This design comes from an exercise in tuning for small area on the open sky130 flow, not from production work. Only simulation tests tie the RTL to the original design; equivalence was not proved. No activity file was given, so power comes from the tool's default toggle rates.

==> flow/run.sh <==
#!/bin/bash
# synth_recipe.tcl (not shown) runs the flow's synth.tcl, then flattens the netlist and writes it again
# the make line also repeats each setting of config.mk as NAME=value (left out here)
make -C /OpenROAD-flow-scripts/flow DESIGN_CONFIG=/design/flow/config.mk WORK_HOME=/design/flow/orfs CLKGATE_MAP_FILE= SYNTH_SCRIPT=/design/flow/synth_recipe.tcl finish
==> flow/config.mk <==
export PLATFORM = sky130hd
export DESIGN_NAME = i2c_slave
export DESIGN_NICKNAME = i2c_slave
export VERILOG_FILES = /design/flow/design.v
export SDC_FILE = /design/flow/constraint.sdc
export NUM_CORES = 4
export LEC_CHECK = 0
export CAP_MARGIN = 20
export CORE_MARGIN = 2
export CORE_UTILIZATION = 40
export PLACE_DENSITY = 0.6
export SLEW_MARGIN = 20
==> flow/constraint.sdc <==
create_clock -name core_clock -period 6.0 [get_ports {i_sclk}]
set_input_delay 1.2000 -clock core_clock [delete_from_list [all_inputs] [get_ports {i_sclk}]]
set_output_delay 1.2000 -clock core_clock [all_outputs]
set_load 0.01 [all_outputs]
==> flow/design.v <==
module i2c_slave(
 input                 i_sclk
,input                 i_rst_n
,input         [7:0]   i_device_addr
,output reg            o_wr_de
,output        [7:0]   o_wr_addr
,output        [7:0]   o_wr_data
,output reg            o_wr_done
,output        [8:0]   o_wr_length
,output        [7:0]   o_rd_addr
,input         [7:0]   i_rd_data
,output reg            o_rd_de
,input                 i_scl
,input                 i_sda
,output                o_sda
);
localparam   S_IDLE         = 4'h0;
localparam   S_START        = 4'h1;
localparam   S_DEV_ADDR     = 4'h2;
localparam   S_DEV_ACK      = 4'h3;
localparam   S_REG_ADDR     = 4'h4;
localparam   S_REG_ACK      = 4'h5;
localparam   S_WR_DATA      = 4'h6;
localparam   S_WR_DATA_ACK  = 4'h7;
localparam   S_RD_DATA      = 4'h8;
localparam   S_RD_DATA_ACK  = 4'h9;
localparam   S_STOP         = 4'ha;
reg  [3:0]   r_cs;
reg  [3:0]   r_ns;
reg  [3:0]   r_scl;
reg  [3:0]   r_sda;
reg          ro_sda;
wire w_sda_pos   = ~r_sda[3] &  r_sda[2];
wire w_sda_neg   =  r_sda[3] & ~r_sda[2];
wire w_scl_pos   = ~r_scl[3] &  r_scl[2];
wire w_scl_neg   =  r_scl[3] & ~r_scl[2];
wire w_bus_start = w_sda_neg & r_scl[3];
wire w_bus_stop  = w_sda_pos & r_scl[3];
reg  [3:0]   r_bit_cnt;
reg  [7:0]   r_shift;
reg  [7:0]   r_rd_data;
reg  [7:0]   r_rd_addr;
reg  [8:0]   r_wr_length;
reg          r_wr_first;
reg          r_rd_de;
reg          r_bus_wr_rd;
reg  [10:0]  r_ph_cnt;
reg  [9:0]   r_scl_low;
reg  [9:0]   r_scl_high;
reg  [9:0]   r_sda_en_cnt;
reg          r_sda_en;
reg          r_idle_en;
assign o_sda       = ro_sda;
assign o_rd_addr   = r_rd_addr;
assign o_wr_data   = r_shift;
assign o_wr_length = r_wr_length;
wire [7:0] w_wr_ofs = r_wr_first ? 8'd0 : r_wr_length[7:0];
wire [8:0] w_wr_sum = {1'b0, r_rd_addr} + {1'b0, w_wr_ofs};
assign o_wr_addr = w_wr_sum[7:0];
wire w_ns_idle  = (r_ns == S_IDLE);
wire w_ns_dev   = (r_ns == S_DEV_ADDR);
wire w_cs_acked = (r_cs == S_REG_ADDR) && (r_bit_cnt == 4'd8) && w_scl_neg;
always @(posedge i_sclk or negedge i_rst_n) begin
	if(~i_rst_n) begin
		r_sda <= 4'd0;
		r_scl <= 4'd0;
	end
	else begin
		r_sda <= {r_sda[2:0], i_sda};
		r_scl <= {r_scl[2:0], i_scl};
	end
end
always @(posedge i_sclk or negedge i_rst_n) begin
	if(~i_rst_n)
		r_bit_cnt <= 4'd0;
	else if(r_ns == S_DEV_ADDR || r_ns == S_REG_ADDR || r_ns == S_WR_DATA || r_ns == S_RD_DATA) begin
		if(w_scl_pos)
			r_bit_cnt <= r_bit_cnt + 4'd1;
	end
	else
		r_bit_cnt <= 4'd0;
end
always @(posedge i_sclk or negedge i_rst_n) begin
	if(~i_rst_n)
		o_rd_de <= 1'b0;
	else
		o_rd_de <= w_scl_pos && ((r_cs == S_DEV_ACK && r_bus_wr_rd) || r_cs == S_RD_DATA_ACK);
end
always @(posedge i_sclk or negedge i_rst_n) begin
	if(~i_rst_n)
		r_rd_de <= 1'b0;
	else
		r_rd_de <= o_rd_de;
end
always @(posedge i_sclk or negedge i_rst_n) begin
	if(~i_rst_n)
		o_wr_de <= 1'b0;
	else
		o_wr_de <= (r_cs == S_WR_DATA) && (r_bit_cnt == 4'd8) && w_scl_neg;
end
always @(posedge i_sclk or negedge i_rst_n) begin
	if(~i_rst_n)
		r_bus_wr_rd <= 1'b0;
	else if(r_cs == S_DEV_ADDR && r_bit_cnt == 4'd7 && w_scl_pos)
		r_bus_wr_rd <= r_sda[3];
end
always @(posedge i_sclk) begin
	if(w_cs_acked)
		r_wr_first <= 1'b1;
	else if(r_cs == S_WR_DATA_ACK && w_scl_pos)
		r_wr_first <= 1'b0;
end
always @(posedge i_sclk or negedge i_rst_n) begin
	if(~i_rst_n)
		r_rd_addr <= 8'd0;
	else if(w_cs_acked)
		r_rd_addr <= r_shift;
	else if(r_cs == S_RD_DATA_ACK && w_scl_pos)
		r_rd_addr <= r_rd_addr + 8'd1;
end
always @(posedge i_sclk or negedge i_rst_n) begin
	if(~i_rst_n)
		r_wr_length <= 9'd0;
	else if(r_cs == S_WR_DATA_ACK && w_scl_pos)
		r_wr_length <= ({1'b0, w_wr_ofs} + 9'd1) ^ {w_wr_sum[8], 8'd0};
end
always @(posedge i_sclk or negedge i_rst_n) begin
	if(~i_rst_n)
		o_wr_done <= 1'b0;
	else
		o_wr_done <= ~r_bus_wr_rd & w_bus_stop;
end
always @(posedge i_sclk) begin
	if(w_scl_pos)
		r_shift <= {r_shift[6:0], r_sda[3]};
end
always @(posedge i_sclk) begin
	if(r_rd_de)
		r_rd_data <= i_rd_data;
	else if(r_ns == S_RD_DATA && w_scl_pos)
		r_rd_data <= {r_rd_data[6:0], 1'b0};
end
always @(posedge i_sclk or negedge i_rst_n) begin
	if(~i_rst_n)
		ro_sda <= 1'b1;
	else if(w_ns_idle || r_idle_en)
		ro_sda <= 1'b1;
	else if(r_sda_en)
		case(r_ns)
			S_DEV_ACK, S_REG_ACK, S_WR_DATA_ACK: ro_sda <= 1'b0;
			S_RD_DATA:                           ro_sda <= r_rd_data[7];
			default:                             ro_sda <= 1'b1;
		endcase
end
always @(posedge i_sclk) begin
	if(w_scl_pos || w_scl_neg)
		r_ph_cnt <= 11'd0;
	else
		r_ph_cnt <= r_ph_cnt + 11'd1;
end
always @(posedge i_sclk or negedge i_rst_n) begin
	if(~i_rst_n)
		r_scl_low <= 10'd0;
	else if(w_ns_dev && r_bit_cnt == 4'd1 && w_scl_pos)
		r_scl_low <= r_ph_cnt[9:0];
end
always @(posedge i_sclk) begin
	if(~w_ns_idle && r_scl_low != 10'd0 && r_sda_en_cnt != r_scl_low && ~r_scl[3])
		r_sda_en_cnt <= r_sda_en_cnt + 10'd1;
	else
		r_sda_en_cnt <= 10'd0;
end
always @(posedge i_sclk or negedge i_rst_n) begin
	if(~i_rst_n)
		r_sda_en <= 1'b0;
	else
		r_sda_en <= (r_scl_low != 10'd0) && (r_sda_en_cnt == r_scl_low[9:1]);
end
always @(posedge i_sclk or negedge i_rst_n) begin
	if(~i_rst_n)
		r_scl_high <= 10'd0;
	else if(w_ns_idle)
		r_scl_high <= 10'd0;
	else if(w_ns_dev && r_bit_cnt == 4'd2 && w_scl_neg)
		r_scl_high <= r_ph_cnt[9:0];
end
always @(posedge i_sclk or negedge i_rst_n) begin
	if(~i_rst_n)
		r_idle_en <= 1'b0;
	else
		r_idle_en <= r_scl[3] && (r_scl_high != 10'd0) &&
		             (r_ph_cnt > {1'b0, r_scl_high} + {3'b0, r_scl_high[9:2]});
end
always @(posedge i_sclk or negedge i_rst_n) begin
	if(~i_rst_n)
		r_cs <= S_IDLE;
	else if(r_idle_en)
		r_cs <= S_IDLE;
	else
		r_cs <= r_ns;
end
always @(*) begin
	if(w_bus_start)
		r_ns = S_START;
	else if(w_bus_stop)
		r_ns = S_IDLE;
	else case(r_cs)
		S_START:
			r_ns = w_scl_neg ? S_DEV_ADDR : S_START;
		S_DEV_ADDR:
			if(r_bit_cnt == 4'd8 && w_scl_neg)
				r_ns = (r_shift[7:1] == i_device_addr[7:1]) ? S_DEV_ACK : S_IDLE;
			else
				r_ns = S_DEV_ADDR;
		S_DEV_ACK:
			if(w_scl_neg)
				r_ns = r_bus_wr_rd ? S_RD_DATA : S_REG_ADDR;
			else
				r_ns = S_DEV_ACK;
		S_REG_ADDR:
			r_ns = (r_bit_cnt == 4'd8 && w_scl_neg) ? S_REG_ACK : S_REG_ADDR;
		S_REG_ACK:
			r_ns = w_scl_neg ? S_WR_DATA : S_REG_ACK;
		S_WR_DATA:
			r_ns = (r_bit_cnt == 4'd8 && w_scl_neg) ? S_WR_DATA_ACK : S_WR_DATA;
		S_WR_DATA_ACK:
			r_ns = w_scl_neg ? S_WR_DATA : S_WR_DATA_ACK;
		S_RD_DATA:
			r_ns = (r_bit_cnt == 4'd8 && w_scl_neg) ? S_RD_DATA_ACK : S_RD_DATA;
		S_RD_DATA_ACK:
			if(w_scl_neg)
				r_ns = r_shift[0] ? S_STOP : S_RD_DATA;
			else
				r_ns = S_RD_DATA_ACK;
		S_STOP:
			r_ns = S_STOP;
		default:
			r_ns = S_IDLE;
	endcase
end
endmodule
==> flow_metrics.tcl <==
set metrics [dict create \
    finish.utilization_pct 48.1 \
    p_int_mw 1.04 \
    cp-start-kind "flip-flop" \
    dpl.hpwl_um 8970 \
    cts_made_buffers 9 \
    finalCriticalPeriod_ns 4.41 \
    via_per_inst 5.43 \
    drtAntennaViolNets 0 \
    seqPwrFrac_pct 53.1 \
    core_area_um2 13800 \
    io_pins 57 \
    design_area_um2 6650 \
    comb_power_share_pct 5.6 \
    cts_root_buffer "clkbuf_16" \
    diodes 0 \
    placed_cells 769 \
    synth_cells 549 \
    clk_pin_slew_ns 0.07 \
    min_path_cells 0 \
    yosysSeqAreaShare_pct 43.3 \
    p_leak_nw 2.89 \
    maxSlewHeadroom_pct 47.1 \
    grt_max_degree 62 \
    drt-total-wl_um 12200 \
    cts_hold_buf 0 \
    max_slew.worst_pin.slew_ns 0.793 \
    grt_first_pass_wirelength_um 20200 \
    cts_setup_buffers 0 \
    finalWeightedCongestion 0.841 \
    clk_latency_ns 0.34 \
    rr_worst_depth 12 \
    htreeDepth 3 \
    regToRegSetupSlack_ns 2.59 \
    vias 4262 \
    ys_types 66 \
    async_reset_ff_share_pct 61.6 \
    synth_top_cell_area_share_pct 26.6 \
    die_y_um 123 \
    grt_use_total_pct 17.1 \
    ys_dominant_reg_cell "dfrtp_1" \
    drc 0 \
    cp-end-kind "output port" \
    fin_cells 785 \
    num-fill-cells 1279 \
    ys_seq_elements 99 \
    synth_area_um2 5650 \
    nNetsFinal 659 \
    clockPowerShare_pct 41.3 \
    clock-sinks 99 \
    dr.pass1.iters 4 \
    clock_path_buffers 2 \
    seq_area_um2 2450 \
    path_max_fanout 16 \
    reg2reg_to "r_idle_en" \
    hold_path_startpoint "r_sda[1]" \
    finalClockSkew_ns 0.00596 \
    placed_area_um2 6360 \
    crit_required_ns 4.80 \
    switchingPower_mw 0.292 \
    portBuffers 55 \
    setup_viol 0 \
    post_drt_wl_per_cell_um 15.6 \
    swShare_pct 22.0 \
    hold_viol_final 0 \
    powerDensity_nw_per_um2 200 \
    synth-edff-count 16 \
    crit_type "reg -> out" \
    globalRouteOverflowTotal 0 \
    ir_drop_uv 138 \
    yosys_warnings 1 \
    die_area_um2 15100 \
    drtIter0Drc 265 \
    yosysTopAreaCell "dfrtp_1" \
    cap_violations 0 \
    antenna_found_initial 0 \
    ys_top_cells_by_area "dfrtp_1 (27%), edfxtp_1 (8.5%), ha_1 (8.2%)" \
    drive_above_1_share_pct 7.93 \
    status "no timing/DRC/antenna violations" \
    tritoncts "done" \
    area_growth_pct 17.7 \
    tns_ns 0 \
    slew_violations 0 \
    fp-row-count 43 \
    min_path_type "reg -> reg" \
    synth_nets 608 \
    final.period_utilization_pct 73.5 \
    rr_startpoint "r_scl_high[2]" \
    avgSynthCellArea_um2 10.3 \
    timing.fmax_ghz 0.227 \
    cts_resized 0 \
    initial_core_util_pct 40.9 \
    multi_input_area_um2 3070 \
    first_global_vias 4076 \
    arrival_ns 3.21 \
    hold_end "r_sda[2]" \
    die_w_um 123 \
    rsz0062_at_grt "false" \
]
## cells in the mapped netlist, drive strengths merged (5+ instances only)
cell,count
a21o,7
a21oi,18
a22o,10
and2,14
and3,11
buf,5
clkbuf,12
dfrtp,60
dfxtp,22
edfxtp,16
ha,37
inv,17
mux2,19
nand2,34
nand3,25
nand4,7
nor2,37
nor2b,16
nor3,15
nor4,11
o21a,5
o21ai,19
or3,6
xnor2,22
xor2,42
## through the flow
step           worst slack, ns  total power [mW]  hold slack (ns)
6_report                  1.59              1.33            0.348
5_1_grt                   1.40              1.39            0.351
4_1_cts                   1.55              1.35            0.349
3_5_place_dp              1.94             0.795            0.336
3_3_place_gp              1.95             0.793            0.339
2_1_floorplan             2.80             0.752            0.331
## kinds of logic (layout without fill, tap and decap cells)
logic type,after synthesis,in the layout,synth area share (%)
compound gates,94,94,12.2
buf+inv,34,90,2.37
fa+ha+maj,39,39,8.90
simple gates,197,197,18.9
mux,22,22,4.32
xor+xnor,64,64,9.92
flops,99,99,43.3
## critical path, cell delays in order, from the launching register on
cell and delay [ns]:
dfxtp_1 0.63, nand2b_1 0.22, inv_1 0.08, ha_1 0.26, a21o_1 0.17, a21oi_1 0.21
nor2b_1 0.07, o21a_1 0.19, o41a_1 0.34, xor2_1 0.14, clkdlybuf4s50_1 0.55
## routing by layer
metal	global-route usage, %	up-vias	wire length, µm
met2	28.9	66	6020
met1	21.8	2089	5670
met3	3.95	9	417
li1	-	2098	-
met4	4.96	0	114
met5	0	-	0
## worst max path at each step
stage / start / endpoint / depth (start not counted)
6_report: r_wr_first / o_wr_addr[7] / 10
3_5_place_dp: r_wr_first / o_wr_addr[7] / 10
2_1_floorplan: r_wr_first / o_wr_addr[7] / 9
4_1_cts: r_wr_first / o_wr_addr[7] / 10
5_1_grt: r_wr_first / o_wr_addr[7] / 10
3_3_place_gp: r_wr_first / o_wr_addr[7] / 10
## placed cells by master (no fill, tap or decap), types with 11 or more instances in the layout
| cell type | count |
|---|---|
| a21oi_1 | 18 |
| and2_1 | 14 |
| and3_1 | 11 |
| clkdlybuf4s50_1 | 54 |
| dfrtp_1 | 60 |
| dfxtp_1 | 22 |
| edfxtp_1 | 16 |
| ha_1 | 37 |
| inv_1 | 17 |
| mux2_2 | 19 |
| nand2_1 | 34 |
| nand3_1 | 25 |
| nor2_1 | 37 |
| nor2b_1 | 16 |
| nor3_1 | 14 |
| o21ai_0 | 18 |
| xnor2_1 | 22 |
| xor2_1 | 42 |
## final cells by class
type,count,share of cell area (%)
Clock inverter,3,0.339
Timing Repair Buffer,57,8.43
Clock buffer,13,3.93
Sequential cell,99,36.8
Multi-Input combinational cell,416,46.1
Inverter,17,0.960
Tap cell,180,3.39
## sequential cells by signal, indices dropped and copies added (netlist names)
register      flops
r_ph_cnt         11
r_scl_high       10
r_scl_low        10
r_sda_en_cnt     10
r_wr_length       9
r_rd_addr         8
r_rd_data         8
r_shift           8
r_bit_cnt         4
r_cs              4
r_scl             4
r_sda             4
o_rd_de           1
o_wr_de           1
o_wr_done         1
r_bus_wr_rd       1
r_idle_en         1
r_rd_de           1
r_sda_en          1
r_wr_first        1
ro_sda            1
## power by group through the flow
stage	logic (mW)	clock network, mW	registers, mW
final	0.0744	0.548	0.706
after CTS	0.0757	0.568	0.707
after global placement	0.0734	0	0.719
after detailed placement	0.0751	0	0.720
after floorplan	0.0372	0	0.715
after global routing	0.0831	0.596	0.708

-- static timing again, ports no longer ideal --
The flow's constraints put no driver on any port. The routed layout listed below was extracted and timed again, unchanged, in two steps. Step 1, drivers: a clkbuf_16 drives i_sclk and a buf_2 each remaining input, both assumed. Step 2 adds t to the input delays and takes it off the output delays; t is the mean of the earliest and latest rising clock arrival at the registers after step 1. Input paths then give back, and output paths get back, about the clock's delay inside the block. Three values: no drivers, after step 1, after step 2; two values: the first two.
t, ns: 0.379
setup WS [ns]: 1.588 / 1.550 / 1.929
hold slack, ns: 0.348 / 0.348 / 0.348
pins driven straight from the clock port: 1
After both steps setup and hold are still met in this run. The setup slack of this run moves by -0.038 ns with the drivers and by +0.341 ns with both steps.
